What follows belongs to an exercise in optimizing a design on an open flow for small area, a short achievable clock period and few clock cycles per item; a production flow would make more cautious choices.
In this exercise RTL edits were held to simulation tests only and were not proved equivalent to the original.
No activity file was given, so power comes from the tool's default toggle rates.

==> lagoon: inputs <==
==> flow/design.v <==
module Log2(
  input clk,
  input reset,
  input h,
  output reg flag,
  input [7:0] in,
  output reg [7:0] out
);
  reg busy;
  wire [7:0] lut;
  always @(posedge clk or posedge reset) begin
    if (reset) begin
      busy <= 1'b0;
      flag <= 1'b0;
    end else begin
      busy <= h;
      flag <= busy | (flag & ~h);
    end
  end
  always @(posedge clk) begin
    if (h)
      out <= in;
    else if (busy)
      out <= lut;
  end
  wire new_n17, new_n18, new_n19, new_n20, new_n21, new_n22, new_n23,     new_n24, new_n25, new_n26, new_n27, new_n28, new_n29, new_n30, new_n31,     new_n32, new_n33, new_n34, new_n35, new_n36, new_n37, new_n38, new_n39,     new_n40, new_n41, new_n43, new_n44, new_n45, new_n46, new_n47, new_n48,     new_n49, new_n50, new_n51, new_n52, new_n53, new_n55, new_n56, new_n57,     new_n58, new_n59, new_n60, new_n61, new_n62, new_n63, new_n64, new_n65,     new_n66, new_n67, new_n68, new_n69, new_n70, new_n71, new_n72, new_n73,     new_n74, new_n75, new_n76, new_n77, new_n78, new_n79, new_n80, new_n81,     new_n82, new_n83, new_n84, new_n85, new_n86, new_n87, new_n88, new_n89,     new_n90, new_n91, new_n92, new_n93, new_n94, new_n95, new_n96, new_n97,     new_n98, new_n99, new_n100, new_n101, new_n102, new_n103, new_n104,     new_n105, new_n106, new_n107, new_n108, new_n109, new_n110, new_n111,     new_n112, new_n113, new_n114, new_n115, new_n116, new_n117, new_n119,     new_n120, new_n121, new_n122, new_n123, new_n124, new_n125, new_n126,     new_n127, new_n128, new_n129, new_n130, new_n132, new_n133, new_n134,     new_n135, new_n136, new_n138, new_n139;
  assign new_n17 = ~out[5] & ~out[7];
  assign new_n18 = out[1] & ~out[4];
  assign new_n19 = ~out[3] & ~new_n18;
  assign new_n20 = ~out[6] & ~new_n19;
  assign new_n21 = new_n17 & ~new_n20;
  assign new_n22 = out[4] & ~out[7];
  assign new_n23 = ~out[6] & ~new_n22;
  assign new_n24 = out[0] & ~out[3];
  assign new_n25 = ~out[2] & ~new_n24;
  assign new_n26 = new_n17 & ~new_n25;
  assign new_n27 = new_n23 & ~new_n26;
  assign new_n28 = ~new_n21 & ~new_n27;
  assign new_n29 = out[6] & ~out[7];
  assign new_n30 = ~new_n17 & ~new_n29;
  assign new_n31 = ~out[6] & ~out[7];
  assign new_n32 = out[0] & new_n31;
  assign new_n33 = out[2] & ~new_n31;
  assign new_n34 = ~new_n32 & ~new_n33;
  assign new_n35 = new_n30 & ~new_n34;
  assign new_n36 = out[1] & ~out[7];
  assign new_n37 = out[6] & new_n36;
  assign new_n38 = ~new_n35 & ~new_n37;
  assign new_n39 = ~out[2] & ~out[3];
  assign new_n40 = ~out[4] & ~out[5];
  assign new_n41 = ~new_n39 & new_n40;
  assign lut[6] = ~new_n31 | new_n41;
  assign new_n43 = out[3] & lut[6];
  assign new_n44 = out[1] & ~lut[6];
  assign new_n45 = ~new_n43 & ~new_n44;
  assign new_n46 = ~new_n30 & new_n45;
  assign new_n47 = ~new_n23 & ~new_n30;
  assign new_n48 = ~out[2] & ~lut[6];
  assign new_n49 = ~out[4] & ~new_n32;
  assign new_n50 = lut[6] & new_n49;
  assign new_n51 = ~new_n48 & ~new_n50;
  assign new_n52 = ~new_n47 & ~new_n51;
  assign new_n53 = ~new_n46 & ~new_n52;
  assign lut[5] = ~new_n46 & ~new_n47;
  assign new_n55 = ~new_n51 & ~lut[5];
  assign new_n56 = ~out[3] & ~out[7];
  assign new_n57 = ~out[5] & ~new_n36;
  assign new_n58 = ~new_n56 & ~new_n57;
  assign new_n59 = lut[5] & ~new_n58;
  assign new_n60 = ~new_n55 & ~new_n59;
  assign new_n61 = new_n30 & ~new_n45;
  assign new_n62 = ~new_n34 & new_n47;
  assign new_n63 = ~new_n61 & ~new_n62;
  assign new_n64 = out[0] & out[7];
  assign new_n65 = new_n63 & new_n64;
  assign new_n66 = ~new_n60 & ~new_n65;
  assign new_n67 = ~new_n63 & ~new_n64;
  assign new_n68 = ~new_n66 & ~new_n67;
  assign new_n69 = new_n53 & ~new_n68;
  assign new_n70 = out[1] & out[7];
  assign new_n71 = out[0] & new_n29;
  assign new_n72 = ~new_n70 & ~new_n71;
  assign new_n73 = ~new_n60 & new_n72;
  assign new_n74 = ~new_n69 & ~new_n73;
  assign new_n75 = new_n38 & ~new_n74;
  assign new_n76 = ~new_n38 & ~new_n72;
  assign new_n77 = new_n63 & ~new_n76;
  assign new_n78 = new_n60 & ~new_n77;
  assign new_n79 = new_n53 & new_n78;
  assign new_n80 = ~new_n38 & ~new_n63;
  assign new_n81 = new_n38 & ~new_n72;
  assign new_n82 = ~new_n80 & ~new_n81;
  assign new_n83 = new_n79 & new_n82;
  assign new_n84 = ~new_n75 & ~new_n83;
  assign new_n85 = new_n28 & ~new_n84;
  assign new_n86 = ~new_n38 & new_n72;
  assign new_n87 = new_n64 & ~new_n86;
  assign new_n88 = ~new_n63 & new_n87;
  assign new_n89 = ~new_n81 & ~new_n86;
  assign new_n90 = ~new_n80 & ~new_n89;
  assign new_n91 = ~new_n88 & ~new_n90;
  assign new_n92 = new_n53 & ~new_n91;
  assign new_n93 = ~new_n28 & ~new_n60;
  assign new_n94 = ~new_n92 & new_n93;
  assign new_n95 = new_n38 & new_n60;
  assign new_n96 = ~new_n91 & new_n95;
  assign new_n97 = ~new_n94 & ~new_n96;
  assign new_n98 = new_n38 & ~new_n65;
  assign new_n99 = new_n63 & new_n98;
  assign new_n100 = new_n90 & ~new_n99;
  assign new_n101 = ~out[5] & new_n88;
  assign new_n102 = ~new_n53 & ~new_n101;
  assign new_n103 = ~new_n100 & new_n102;
  assign new_n104 = ~new_n97 & ~new_n103;
  assign new_n105 = ~new_n66 & new_n86;
  assign new_n106 = ~new_n28 & ~new_n105;
  assign new_n107 = ~new_n104 & new_n106;
  assign new_n108 = new_n60 & ~new_n98;
  assign new_n109 = new_n38 & ~new_n60;
  assign new_n110 = ~new_n67 & ~new_n72;
  assign new_n111 = ~new_n109 & new_n110;
  assign new_n112 = ~new_n108 & ~new_n111;
  assign new_n113 = new_n63 & new_n78;
  assign new_n114 = new_n28 & ~new_n53;
  assign new_n115 = ~new_n113 & new_n114;
  assign new_n116 = ~new_n112 & new_n115;
  assign new_n117 = ~new_n107 & ~new_n116;
  assign lut[0] = ~new_n85 & new_n117;
  assign new_n119 = ~new_n94 & ~new_n116;
  assign new_n120 = ~new_n28 & new_n80;
  assign new_n121 = ~new_n63 & new_n76;
  assign new_n122 = ~new_n28 & ~new_n77;
  assign new_n123 = ~new_n121 & new_n122;
  assign new_n124 = ~new_n60 & new_n63;
  assign new_n125 = new_n28 & ~new_n78;
  assign new_n126 = ~new_n124 & new_n125;
  assign new_n127 = ~new_n123 & ~new_n126;
  assign new_n128 = ~new_n120 & ~new_n127;
  assign new_n129 = ~new_n119 & ~new_n128;
  assign new_n130 = new_n119 & ~new_n127;
  assign lut[1] = ~new_n129 & ~new_n130;
  assign new_n132 = ~new_n77 & ~lut[1];
  assign new_n133 = ~new_n120 & ~new_n132;
  assign new_n134 = new_n53 & ~new_n133;
  assign new_n135 = ~new_n53 & ~new_n80;
  assign new_n136 = ~new_n132 & new_n135;
  assign lut[2] = ~new_n134 & ~new_n136;
  assign new_n138 = ~new_n60 & new_n134;
  assign new_n139 = new_n60 & ~new_n134;
  assign lut[3] = new_n138 | new_n139;
  assign lut[4] = new_n28 | new_n79;
  assign lut[7] = ~new_n31 | ~new_n40;
endmodule
==> flow/flow/run.sh <==
#!/bin/bash
# Standard ORFS layout with two changes:
#  - synthesis maps the logic with an area-oriented ABC script (flow/abc_area.script);
#  - port buffers are sky130_fd_sc_hd__buf_2 instead of the default delay buffer.
set -euo pipefail
rm -rf myscripts
cp -r "$FLOW_HOME/scripts" myscripts
cp flow/abc_area.script myscripts/abc_area.script
bash standard.sh synth ABC_AREA=1 SCRIPTS_DIR="$PWD/myscripts" > synth.log 2>&1
bash standard.sh finish SETUP_SLACK_MARGIN=7.3 "BUFFER_PORTS_ARGS=-buffer_cell sky130_fd_sc_hd__buf_2" > layout.log 2>&1
==> flow/flow/abc_area.script <==
strash
dch
map -D 2000
topo
buffer -p
upsize -D 2000
dnsize -D 2000
==> flow/standard.sh <==
#!/bin/bash
# synth_recipe.tcl (not shown) runs the flow's synth.tcl, then flattens the netlist and writes it again
# the make line also repeats each setting of config.mk as NAME=value (left out here)
make -C /OpenROAD-flow-scripts/flow DESIGN_CONFIG=/design/flow/config.mk WORK_HOME=/design/flow/orfs CLKGATE_MAP_FILE= SYNTH_SCRIPT=/design/flow/synth_recipe.tcl "${@:-finish}"
==> flow/config.mk <==
export PLATFORM = sky130hd
export DESIGN_NAME = Log2
export DESIGN_NICKNAME = Log2
export VERILOG_FILES = /design/flow/design.v
export SDC_FILE = /design/flow/constraint.sdc
export NUM_CORES = 4
export LEC_CHECK = 0
export CAP_MARGIN = 20
export CORE_MARGIN = 2
export CORE_UTILIZATION = 40
export SLEW_MARGIN = 20
==> flow/constraint.sdc <==
create_clock -name core_clock -period 10.0 [get_ports {clk}]
set_input_delay 2.0000 -clock core_clock [delete_from_list [all_inputs] [get_ports {clk}]]
set_output_delay 2.0000 -clock core_clock [all_outputs]
set_load 0.01 [all_outputs]
==> violet: changes against lagoon <==
==> flow/flow/run.sh (replaced) <==
#!/bin/bash
# Standard ORFS layout with these changes:
#  - synthesis maps the logic with the ABC script in flow/abc_area.script
#    (same synthesis script otherwise, so registers keep their names and types);
#  - port buffers are sky130_fd_sc_hd__buf_2 instead of the default delay buffer;
#  - extra make settings: 
set -euo pipefail
rm -rf myscripts
cp -r "$FLOW_HOME/scripts" myscripts
cp flow/abc_area.script myscripts/abc_area.script
bash standard.sh synth ABC_AREA=1 SCRIPTS_DIR="$PWD/myscripts" > synth.log 2>&1
bash standard.sh finish  "BUFFER_PORTS_ARGS=-buffer_cell sky130_fd_sc_hd__buf_2" > layout.log 2>&1
==> flow/flow/abc_area.script (replaced) <==
strash
dch
map -D 2000
topo
upsize -D 2000
dnsize -D 2000
==> nickel: changes against lagoon <==
==> flow/flow/abc_area.script (replaced) <==
strash
dch
amap
topo
==> metrics.md <==
| Metric | Value |
|---|---|
| Sw Pwr | 0.110 mW |
| Met1 GRT Util | 0.275 |
| Worst setup startpoint | out[1]$_DFFE_PP_ |
| Outcome | no timing/DRC/antenna violations |
| Netlist cell types | 32 |
| Max_slew headroom | 0.731 |
| Core area | 2190 µm² |
| Sw Share | 0.439 |
| Die width | 52.0 µm |
| Power per cell area | 168 nW/µm² |
| Register area share after synthesis | 0.315 |
Source of the figures above: lagoon

==> metrics.md <==
| Metric | Value |
|---|---|
| Worst slew pin tran | 610 ps |
| Yosys warns | 1 |
| Sw Share | 0.455 |
| Worst setup startpoint | out[7]$_DFFE_PP_ |
| CTS root buf | clkbuf_4 |
| Power per cell area | 177 nW/µm² |
| Outcome | no timing/DRC/antenna violations |
| Die width | 52.1 µm |
| Register area share after synthesis | 0.314 |
| Sw Pwr | roughly 0.087 mW |
| Met1 GRT Util | 0.225 |
| Worst slack, placed | 6890 ps |
| Crit path depth | 15 |
| Hold slack | 473 ps |
| Core area | between 2000 and 2500 µm² |
| Max_slew headroom | 0.594 |
| Reg power frac | 0.318 |
Source of the figures above: violet

==> metrics.md <==
| Metric | Value |
|---|---|
| Sw Pwr | between 0.1 and 0.15 mW |
| Num CTS Buffers | 3 |
| Worst setup startpoint | out[5]$_DFFE_PP_ |
| Power per cell area | 214 nW/µm² |
| Die width | 49.5 µm |
| Max_slew headroom | 0.754 |
| Outcome | no timing/DRC/antenna violations |
| Core area | between 1500 and 2000 µm² |
| Netlist cell types | 23 |
| Largest net degree at the start of global routing | 17 |
| Max power group | combinational logic |
| Met1 GRT Util | 0.314 |
Source of the figures above: nickel

Testbench counts of lagoon, summed over its fixed seeds: cycles 8,192, conversions 4,096.
Testbench counts of violet, summed over its fixed seeds: cycles 8,192, conversions 4,096.
Testbench counts of nickel, summed over its fixed seeds: cycles 8,192, conversions 4,096.

========
==> inputs of quartz <==
RTL: the design.v shown in full above, as it stands there.
clock: 10.0 ns
lec_check: 0
cap_margin: 20
core_margin: 2
core_utilization: 40
slew_margin: 20
standard.sh (not shown) runs the stock make flow with config.mk's settings and CLKGATE_MAP_FILE= SYNTH_SCRIPT=/design/flow/synth_recipe.tcl, a recipe that flattens the netlist after the stock synthesis.
==> flow/flow/run.sh <==
#!/bin/bash
# Standard ORFS layout with two changes:
#  - synthesis maps the logic with an area-oriented ABC script (flow/abc_area.script);
#  - port buffers are sky130_fd_sc_hd__buf_2 instead of the default delay buffer.
set -euo pipefail
rm -rf myscripts
cp -r "$FLOW_HOME/scripts" myscripts
cp flow/abc_area.script myscripts/abc_area.script
bash standard.sh synth ABC_AREA=1 SCRIPTS_DIR="$PWD/myscripts" > synth.log 2>&1
bash standard.sh finish SETUP_SLACK_MARGIN=6.8 "BUFFER_PORTS_ARGS=-buffer_cell sky130_fd_sc_hd__buf_2" > layout.log 2>&1
==> flow/flow/abc_area.script <==
strash
dch
amap
topo
==> inputs of harbor, as changes to quartz <==
--- a/flow/design.v
+++ b/flow/design.v
@@ -20,6 +20,6 @@
   always @(posedge clk) begin
-    if (h)
+    if (busy)
+      out <= lut;
+    else if (h | ~flag)
       out <= in;
-    else if (busy)
-      out <= lut;
   end
==> flow/flow/run.sh (replaced) <==
#!/bin/bash
# Standard ORFS layout with these changes:
#  - synthesis maps the logic with the ABC script in flow/abc_area.script
#    (same synthesis script otherwise, so registers keep their names and types);
#  - port buffers are sky130_fd_sc_hd__buf_1 instead of the default delay buffer;
#  - extra make settings: 
set -euo pipefail
rm -rf myscripts
cp -r "$FLOW_HOME/scripts" myscripts
cp flow/abc_area.script myscripts/abc_area.script
bash standard.sh synth ABC_AREA=1 SCRIPTS_DIR="$PWD/myscripts" > synth.log 2>&1
bash standard.sh finish  "BUFFER_PORTS_ARGS=-buffer_cell sky130_fd_sc_hd__buf_1" > layout.log 2>&1
==> flow/flow/abc_area.script (replaced) <==
strash
dch
map -D 2000
topo
buffer -p
upsize -D 2000
dnsize -D 2000
- CORE_AREA: not set -> 2.5 2.5 61.5 61.5
- CORE_MARGIN: 2 -> not set
- CORE_UTILIZATION: 40 -> not set
- DIE_AREA: not set -> 0 0 64 64
==> qor summary <==
quantity                                                               harbor      quartz
RSZ-0062 raised after global routing                                    false        true
Share of synthesized area occupied by flip-flops and latches            0.307       0.350
P_leak                                                               0.445 nW    0.547 nW
P&R area growth vs syn                                                  17.1%       62.4%
Result of the run                            no timing/DRC/antenna violations  no timing/DRC/antenna violations
Switching Power                                                     0.0985 mW    0.124 mW
Comb pwr                                                             0.115 mW    0.180 mW
Clk pwr share                                                           0.163       0.106
Fraction of the core area covered by cells at the end of the flow       0.331       0.686
Worst r2r path cells                                                       15          18
Vertical die dimension                                                  64 um     49.5 um
Chip width                                                              64 um     49.5 um
Pin count of the biggest net entering global routing                       11          17
Testbench counts of quartz, summed over its fixed seeds: cycles 8,192, conversions 4,096.
Testbench counts of harbor, summed over its fixed seeds: cycles 8,192, conversions 4,096.

========
==> inputs of job 4184 <==
RTL: the design.v shown in full above, as it stands there.
clock: 10.0 ns
lec_check: 0
cap_margin: 20
core_margin: 2
core_utilization: 40
slew_margin: 20
run.sh (not shown) runs the stock make flow with config.mk's settings and CLKGATE_MAP_FILE= SYNTH_SCRIPT=/design/flow/synth_recipe.tcl, a recipe that flattens the netlist after the stock synthesis.
Stock flow here: none of the scripts above is used.
==> job 6305: changes against job 4184 <==
--- a/flow/design.v
+++ b/flow/design.v
@@ -20,6 +20,6 @@
   always @(posedge clk) begin
-    if (h)
+    if (busy)
+      out <= lut;
+    else if (h | ~flag)
       out <= in;
-    else if (busy)
-      out <= lut;
   end
==> flow/flow/run.sh (new file) <==
#!/bin/bash
# Standard ORFS layout with these changes:
#  - synthesis maps the logic with the ABC script in flow/abc_area.script
#    (same synthesis script otherwise, so registers keep their names and types);
#  - port buffers are sky130_fd_sc_hd__buf_1 instead of the default delay buffer;
#  - extra make settings: 
set -euo pipefail
rm -rf myscripts
cp -r "$FLOW_HOME/scripts" myscripts
cp flow/abc_area.script myscripts/abc_area.script
bash standard.sh synth ABC_AREA=1 SCRIPTS_DIR="$PWD/myscripts" > synth.log 2>&1
bash standard.sh finish  "BUFFER_PORTS_ARGS=-buffer_cell sky130_fd_sc_hd__buf_1" > layout.log 2>&1
==> flow/flow/abc_area.script (new file) <==
strash
dch
map -D 1600
topo
==> flow/standard.sh (new file) <==
#!/bin/bash
# synth_recipe.tcl (not shown) runs the flow's synth.tcl, then flattens the netlist and writes it again
# the make line also repeats each setting of config.mk as NAME=value (left out here)
make -C /OpenROAD-flow-scripts/flow DESIGN_CONFIG=/design/flow/config.mk WORK_HOME=/design/flow/orfs CLKGATE_MAP_FILE= SYNTH_SCRIPT=/design/flow/synth_recipe.tcl "${@:-finish}"
removed: flow/run.sh
==> job 4812: changes against job 4184 <==
==> flow/flow/run.sh (new file) <==
#!/bin/bash
# Standard ORFS layout with these changes:
#  - synthesis maps the logic with the ABC script in flow/abc_area.script;
#  - port buffers are sky130_fd_sc_hd__buf_2 instead of the default delay buffer;
#  - extra make settings: SETUP_SLACK_MARGIN=7.1 SETUP_MOVE_SEQUENCE=sizeup,swap
set -euo pipefail
rm -rf myscripts
cp -r "$FLOW_HOME/scripts" myscripts
cp flow/abc_area.script myscripts/abc_area.script
bash standard.sh synth ABC_AREA=1 SCRIPTS_DIR="$PWD/myscripts" > synth.log 2>&1
bash standard.sh finish SETUP_SLACK_MARGIN=7.1 SETUP_MOVE_SEQUENCE=sizeup,swap "BUFFER_PORTS_ARGS=-buffer_cell sky130_fd_sc_hd__buf_2" > layout.log 2>&1
==> flow/flow/abc_area.script (new file) <==
strash
dch
map -D 2000
topo
buffer -p
upsize -D 2000
dnsize -D 2000
==> flow/standard.sh (new file) <==
#!/bin/bash
# synth_recipe.tcl (not shown) runs the flow's synth.tcl, then flattens the netlist and writes it again
# the make line also repeats each setting of config.mk as NAME=value (left out here)
make -C /OpenROAD-flow-scripts/flow DESIGN_CONFIG=/design/flow/config.mk WORK_HOME=/design/flow/orfs CLKGATE_MAP_FILE= SYNTH_SCRIPT=/design/flow/synth_recipe.tcl "${@:-finish}"
removed: flow/run.sh
==> job 7272: changes against job 4184 <==
==> flow/flow/run.sh (new file) <==
#!/bin/bash
# Standard ORFS layout with two changes:
#  - synthesis maps the logic with an area-oriented ABC script (flow/abc_area.script);
#  - port buffers are sky130_fd_sc_hd__buf_2 instead of the default delay buffer.
set -euo pipefail
rm -rf myscripts
cp -r "$FLOW_HOME/scripts" myscripts
cp flow/abc_area.script myscripts/abc_area.script
bash standard.sh synth ABC_AREA=1 SCRIPTS_DIR="$PWD/myscripts" > synth.log 2>&1
bash standard.sh finish "BUFFER_PORTS_ARGS=-buffer_cell sky130_fd_sc_hd__buf_2" > layout.log 2>&1
==> flow/flow/abc_area.script (new file) <==
strash
dch
amap
topo
==> flow/standard.sh (new file) <==
#!/bin/bash
# synth_recipe.tcl (not shown) runs the flow's synth.tcl, then flattens the netlist and writes it again
# the make line also repeats each setting of config.mk as NAME=value (left out here)
make -C /OpenROAD-flow-scripts/flow DESIGN_CONFIG=/design/flow/config.mk WORK_HOME=/design/flow/orfs CLKGATE_MAP_FILE= SYNTH_SCRIPT=/design/flow/synth_recipe.tcl "${@:-finish}"
removed: flow/run.sh
==> summary.md <==
| Metric | Value |
|---|---|
| Internal | 118.0 uW |
| Leakage | 0.0005042 uW |
| Synth Area in Simple Gates | 24.83% |
| Post-route setup slack | 6922 ps |
| Multi-input logic area | 645.6 um2 |
| Sequential power | 61.8 uW |
| Status | no timing/DRC/antenna violations |
| Worst slew margin | 66.51% |
[end of results for job 4812]
==> summary.md <==
| Metric | Value |
|---|---|
| Status | no timing/DRC/antenna violations |
| Worst slew margin | 49.12% |
| Multi-input logic area | 520.5 um2 |
| Skew final | 1.830 ps |
| Sequential power | 61.8 uW |
| Internal | 109.6 uW |
| Leakage | 0.0003816 uW |
[end of results for job 6305]
==> summary.md <==
| Metric | Value |
|---|---|
| Status | no timing/DRC/antenna violations |
| Multi-input logic area | 466.7 um2 |
| Sequential power | 61.2 uW |
| Leakage | 0.0003953 uW |
| Post-route setup slack | 5728 ps |
| Synth Area in Simple Gates | 21.00% |
| Worst slew margin | 54.02% |
| Fill cell count | 209 |
| Largest family of logic cells by synthesized area | compound AO/OA/AOI/OAI gates |
[end of results for job 7272]
==> summary.md <==
| Metric | Value |
|---|---|
| Internal | 138.9 uW |
| Status | no timing/DRC/antenna violations |
| Synth Area in Simple Gates | 28.18% |
| Worst slew margin | 51.84% |
| Leakage | 0.0005453 uW |
[end of results for job 4184]
Testbench counts of job 4184, summed over its fixed seeds: cycles 8,192, conversions 4,096.
Testbench counts of job 6305, summed over its fixed seeds: cycles 8,192, conversions 4,096.
Testbench counts of job 4812, summed over its fixed seeds: cycles 8,192, conversions 4,096.
Testbench counts of job 7272, summed over its fixed seeds: cycles 8,192, conversions 4,096.

[separate check: timing with driven ports]
How much do the figures lean on ideal ports? The routed layouts below were timed once more, with nothing changed but the port constraints.
Step 1 assumes that a clkbuf_16 drives the clock port and a buf_2 every other input.
Step 2 times the ports against the registers' clock, not the clock port: input delays grow and output delays shrink by t, the midpoint of the rising clock arrivals with the driver on.
Three values: no drivers, after step 1, after step 2; two values: the first two.
| run | t (ns) | setup slack, ns | worst setup path at the end | worst register clock-pin slew, ns |
|---|---|---|---|---|
| lagoon | 0.282 | 7.051 / 7.033 / 7.095 | register to register | 0.07 / 0.07 |
| violet | 0.278 | 6.854 / 6.854 / 6.854 | register to register | 0.07 / 0.07 |
| nickel | 0.285 | 6.724 / 6.724 / 6.724 | register to register | 0.07 / 0.07 |
| quartz | 0.280 | 6.673 / 6.673 / 6.673 | register to register | 0.07 / 0.07 |
| harbor | 0.279 | 6.944 / 6.940 / 6.944 | register to register | 0.06 / 0.06 |
| job 4184 | 0.287 | 6.361 / 6.338 / 6.170 | input to register | 0.07 / 0.07 |
| job 6305 | 0.276 | 6.661 / 6.661 / 6.661 | register to register | 0.07 / 0.07 |
| job 4812 | 0.286 | 6.922 / 6.902 / 7.013 | register to register | 0.07 / 0.07 |
| job 7272 | 0.278 | 5.728 / 5.728 / 5.728 | register to register | 0.07 / 0.07 |
After both steps setup and hold are still met in every run listed. The setup slack of job 4184, which loses most, moves by -0.023 ns with the drivers and by -0.191 ns with both steps.
